What follows belongs to an exercise in optimizing a design on an open flow for small area; a production flow would make more cautious choices. Only simulation tests tie the RTL to the original design; equivalence was not proved. Power is estimated from default activity; no workload was simulated. No driver is modelled on the clock port, so clocking that relies on it looks cheaper here than on a real chip.

== JK ==
==> flow/design.v (excerpt) <==
module barcode39(
input clk,
input rst_n,
input scan_en,
input scan_bit,
input mem_rd,
input [8:0] rd_addr,
output [7:0] rd_data,
output eop
);
wire wDREQ, wMEMW, wWrapped, wWSTB;
wire [3:0] wWIDTH, wNextLow;
wire [8:0] dma_address;
wire [3:0] mem_data;
INTEL_8254 Timer(
.clk(clk),
.rst(rst_n),
.CS(scan_en),
.WIDTH(wWIDTH),
.WSTB(wWSTB),
.OUT0(wDREQ),
.GATE0(scan_bit));
INTEL_8237 DMA_Unit(
.clk(clk),
.rst(rst_n),
.Address(dma_address),
.NextLow(wNextLow),
.EOP(eop),
.Wrapped(wWrapped),
.MEMW(wMEMW),
.DREQ(wDREQ),
.CS(!mem_rd));
RAM Buffer(
.clk(clk),
.rst(rst_n),
.MEMW(wMEMW),
.waddr(dma_address),
.stage(wWSTB),
.slot(wNextLow),
.wdata(wWIDTH),
.raddr(rd_addr),
.rdata(mem_data));
wire below;
lt9 cmp (.a(rd_addr), .b(dma_address), .y(below));
wire written = mem_rd && (wWrapped || below);
assign rd_data = {4'b0000, written ? mem_data : 4'b0000};
endmodule
For scale: about 2200 flip-flops, about 57000 sq um of cells after synthesis.
Settings: LEC_CHECK=0, CAP_MARGIN=30, CORE_MARGIN=2, CORE_UTILIZATION=75, CTS_BUF_LIST=sky130_fd_sc_hd__clkbuf_16, CTS_CLUSTER_DIAMETER=130, CTS_CLUSTER_SIZE=31, PLACE_DENSITY=0.85, SLEW_MARGIN=30, SYNTH_HIERARCHICAL=1; clock period 20.0 ns.
standard.sh (not shown) runs the stock make flow with config.mk's settings and CLKGATE_MAP_FILE= SYNTH_SCRIPT=/design/flow/synth_recipe.tcl, a recipe that flattens the netlist after the stock synthesis.
==> flow/flow/run.sh <==
#!/bin/bash
# Own layout flow: the standard flow (standard.sh: the standard synthesis
# and ORFS steps, unchanged), with two settings passed to the ORFS scripts:
#  - the port buffers are the smallest buffer, sky130_fd_sc_hd__buf_1;
#  - clock tree synthesis inserts no dummy loads and clusters up to 33
#    flip-flops within 70 um per clkbuf_16 leaf buffer.
# The whole output of the make run is kept in standard.log in this folder;
# ORFS keeps each step's own log under orfs/logs/.
set -euo pipefail
export BUFFER_PORTS_ARGS="-buffer_cell sky130_fd_sc_hd__buf_1"
export CTS_ARGS="-sink_clustering_enable -repair_clock_nets -sink_clustering_size 18 -sink_clustering_max_diameter 60 -buf_list sky130_fd_sc_hd__clkbuf_8 -dont_use_dummy_load"
bash standard.sh > standard.log 2>&1
### JK -> MS
-- flow/flow/run.sh --
<<< JK, line 11
export CTS_ARGS="-sink_clustering_enable -repair_clock_nets -sink_clustering_size 18 -sink_clustering_max_diameter 60 -buf_list sky130_fd_sc_hd__clkbuf_8 -dont_use_dummy_load"
>>> MS, line 11
export CTS_ARGS="-sink_clustering_enable -repair_clock_nets -sink_clustering_size 33 -sink_clustering_max_diameter 70 -buf_list sky130_fd_sc_hd__clkbuf_16 -dont_use_dummy_load"
Results
- Post-route minimum period across JK and MS: no real change.
- MS against JK: total via count in the routed design decreased by 262 relative to the old numbers, total design power increased by about 0.37% relative to the old numbers, number of antenna violations at the first check in global routing increased by 2 relative to the old numbers, effective utilization at floorplan closely matched the old numbers, wire length decreased by about 0.5% relative to the old numbers.
- Summary — first-pass GRT wire length, MS relative to JK: lower, by about 0.7%.
- Number of cells in the finished layout apart from fillers (MS over JK): decrease, 1.2%
- Changes observed in MS relative to JK: clock-pin transition on the worst setup and hold timing paths shows no meaningful change, clock-buffer cell count went down by 62, final worst setup slack held steady.
Modified inputs, AL compared to MS
-- flow/flow/run.sh --
<<< MS, line 11
export CTS_ARGS="-sink_clustering_enable -repair_clock_nets -sink_clustering_size 33 -sink_clustering_max_diameter 70 -buf_list sky130_fd_sc_hd__clkbuf_16 -dont_use_dummy_load"
>>> AL, line 11
export CTS_ARGS="-sink_clustering_enable -repair_clock_nets -sink_clustering_size 18 -sink_clustering_max_diameter 60 -buf_list sky130_fd_sc_hd__clkbuf_4 -sink_clustering_buffer sky130_fd_sc_hd__clkbuf_8 -dont_use_dummy_load"
### Flow results
Relative to MS, first-pass iteration count of the detailed router increased by 4 in AL.
Highest clock frequency the design can meet across AL and MS: no real change.
Compared with MS, in AL mean routed wirelength per cell -1.6%; met2 wire length decreased by about 1.2% relative to the old numbers.

## maple
barcode39 again, from the RTL that the note above started with.
// barcode39
module barcode39(
input clk,
input rst_n,
input scan_en,
input scan_bit,
input mem_rd,
input [8:0] rd_addr,
output [7:0] rd_data,
output eop
);
==> flow/config.mk <==
export PLATFORM = sky130hd
export DESIGN_NAME = barcode39
export DESIGN_NICKNAME = barcode39
export VERILOG_FILES = /design/flow/design.v
export SDC_FILE = /design/flow/constraint.sdc
export NUM_CORES = 8
export LEC_CHECK = 0
export CAP_MARGIN = 30
export CORE_MARGIN = 2
export CORE_UTILIZATION = 75
export CTS_BUF_LIST = sky130_fd_sc_hd__clkbuf_16
export CTS_CLUSTER_DIAMETER = 130
export CTS_CLUSTER_SIZE = 31
export PLACE_DENSITY = 0.85
export SLEW_MARGIN = 30
export SYNTH_HIERARCHICAL = 1
==> flow/constraint.sdc <==
create_clock -name core_clock -period 20.0 [get_ports {clk}]
set_input_delay 4.0000 -clock core_clock [delete_from_list [all_inputs] [get_ports {clk}]]
set_output_delay 4.0000 -clock core_clock [all_outputs]
set_load 0.01 [all_outputs]
==> flow/flow/run.sh <==
#!/bin/bash
# Own layout flow: the standard flow (standard.sh: the standard synthesis
# and ORFS steps, unchanged), with two settings passed to the ORFS scripts:
#  - the port buffers are the smallest buffer, sky130_fd_sc_hd__buf_1;
#  - clock tree synthesis inserts no dummy loads and clusters up to 33
#    flip-flops within 70 um per clkbuf_16 leaf buffer.
# The whole output of the make run is kept in standard.log in this folder;
# ORFS keeps each step's own log under orfs/logs/.
set -euo pipefail
export BUFFER_PORTS_ARGS="-buffer_cell sky130_fd_sc_hd__buf_1"
export CTS_ARGS="-sink_clustering_enable -repair_clock_nets -sink_clustering_size 30 -sink_clustering_max_diameter 80 -buf_list sky130_fd_sc_hd__clkbuf_16 -dont_use_dummy_load"
bash standard.sh > standard.log 2>&1
maple finished every step from synthesis to the final layout, and the layout passed the timing, design-rule and antenna checks.
Changes in cedar relative to maple:
==> flow/flow/run.sh <==
#!/bin/bash
# Own layout flow: the standard flow (standard.sh: the standard synthesis
# and ORFS steps, unchanged), with two settings passed to the ORFS scripts:
#  - the port buffers are the smallest buffer, sky130_fd_sc_hd__buf_1;
#  - clock tree synthesis inserts no dummy loads and clusters up to 10
#    flip-flops within 40 um per clkbuf_4 buffer.
# The whole output of the make run is kept in standard.log in this folder;
# ORFS keeps each step's own log under orfs/logs/.
set -euo pipefail
export BUFFER_PORTS_ARGS="-buffer_cell sky130_fd_sc_hd__buf_1"
export CTS_ARGS="-sink_clustering_enable -repair_clock_nets -sink_clustering_size 10 -sink_clustering_max_diameter 40 -buf_list sky130_fd_sc_hd__clkbuf_4 -dont_use_dummy_load"
bash standard.sh > standard.log 2>&1
## What came out
cedar reached the end of the flow, and the finished layout is clean on the timing, design-rule and antenna checks. Overall routing resource usage: cedar < maple. Comparing maple against cedar, there is no change at all in number of placed cells counting well taps. In the reports for cedar and maple, the larger clock-buffer cell count belongs to cedar.

Another version of the RTL of barcode39 (not shown whole).
Size: about 3,900 cells after synthesis, ~23 I/O pins, about 57,000 sq um of cells after synthesis.
==> flow/design.v (excerpt) <==
module barcode39(
input clk,
input rst_n,
input scan_en,
input scan_bit,
input mem_rd,
input [8:0] rd_addr,
output [7:0] rd_data,
output eop
);
export LEC_CHECK = 0
export CAP_MARGIN = 30
export CORE_MARGIN = 2
export CORE_UTILIZATION = 75
export CTS_BUF_LIST = sky130_fd_sc_hd__clkbuf_16
export CTS_CLUSTER_DIAMETER = 130
export CTS_CLUSTER_SIZE = 31
export PLACE_DENSITY = 0.85
export SLEW_MARGIN = 30
export SYNTH_HIERARCHICAL = 1
create_clock -name core_clock -period 20.0 [get_ports {clk}]
==> flow/flow/run.sh <==
#!/bin/bash
# Own layout flow: the standard flow (standard.sh: the standard synthesis
# and ORFS steps, unchanged), with two settings passed to the ORFS scripts:
#  - the port buffers are the smallest buffer, sky130_fd_sc_hd__buf_1;
#  - clock tree synthesis inserts no dummy loads, clusters up to 18
#    flip-flops within 60 um per clkbuf_8 leaf buffer, and builds the tree
#    above the leaves from clkbuf_4.
# The whole output of the make run is kept in standard.log in this folder;
# ORFS keeps each step's own log under orfs/logs/.
set -euo pipefail
export BUFFER_PORTS_ARGS="-buffer_cell sky130_fd_sc_hd__buf_1"
export CTS_ARGS="-sink_clustering_enable -repair_clock_nets -sink_clustering_size 19 -sink_clustering_max_diameter 55 -buf_list sky130_fd_sc_hd__clkbuf_2 -sink_clustering_buffer sky130_fd_sc_hd__clkbuf_8 -dont_use_dummy_load"
bash standard.sh > standard.log 2>&1
Rerun with:
--- a/flow/flow/run.sh
+++ b/flow/flow/run.sh
@@ -10,4 +10,4 @@
 set -euo pipefail
 export BUFFER_PORTS_ARGS="-buffer_cell sky130_fd_sc_hd__buf_1"
-export CTS_ARGS="-sink_clustering_enable -repair_clock_nets -sink_clustering_size 19 -sink_clustering_max_diameter 55 -buf_list sky130_fd_sc_hd__clkbuf_2 -sink_clustering_buffer sky130_fd_sc_hd__clkbuf_8 -dont_use_dummy_load"
+export CTS_ARGS="-sink_clustering_enable -repair_clock_nets -sink_clustering_size 20 -sink_clustering_max_diameter 60 -buf_list sky130_fd_sc_hd__clkbuf_4 -sink_clustering_buffer sky130_fd_sc_hd__clkbuf_8 -dont_use_dummy_load"
 bash standard.sh > standard.log 2>&1
Outcome: Die area does not change; cell area hardly moves; area after synthesis is unchanged; via count drops by 0.43%.

[port drivers added, routing unchanged]
The flow's constraints put no driver on any port. The routed layouts listed below were extracted and timed again, unchanged, in two steps. Step 1 sets driving cells, clkbuf_16 on the clock port and buf_2 on the other inputs (assumed; they add their load-dependent delay and slew). Step 2 moves the port delays by t, midway between the first and last clock arrival at a register: inputs arrive t later, outputs are due t later. That takes back most of the time a late clock gives input paths. Slacks: no drivers / after step 1 / after step 2; pairs: no drivers / after step 1.
run	t, ns	setup slack, ns	worst setup path after step 2
JK	0.899	4.392 / 4.363 / 4.363	input to output
MS	0.730	4.395 / 4.369 / 4.369	input to output
AL	1.139	4.352 / 4.326 / 4.326	input to output
maple	0.721	4.435 / 4.408 / 4.408	input to output
cedar	1.196	4.441 / 4.415 / 4.415	input to output
the first run of note 3	1.489	5.126 / 5.105 / 5.105	input to output
the second run of note 3	1.071	5.056 / 5.035 / 5.035	input to output
After both steps setup and hold are still met in every run listed. For JK, which loses most, drivers alone change the setup slack by -0.029 ns; drivers and shift together by -0.029 ns.
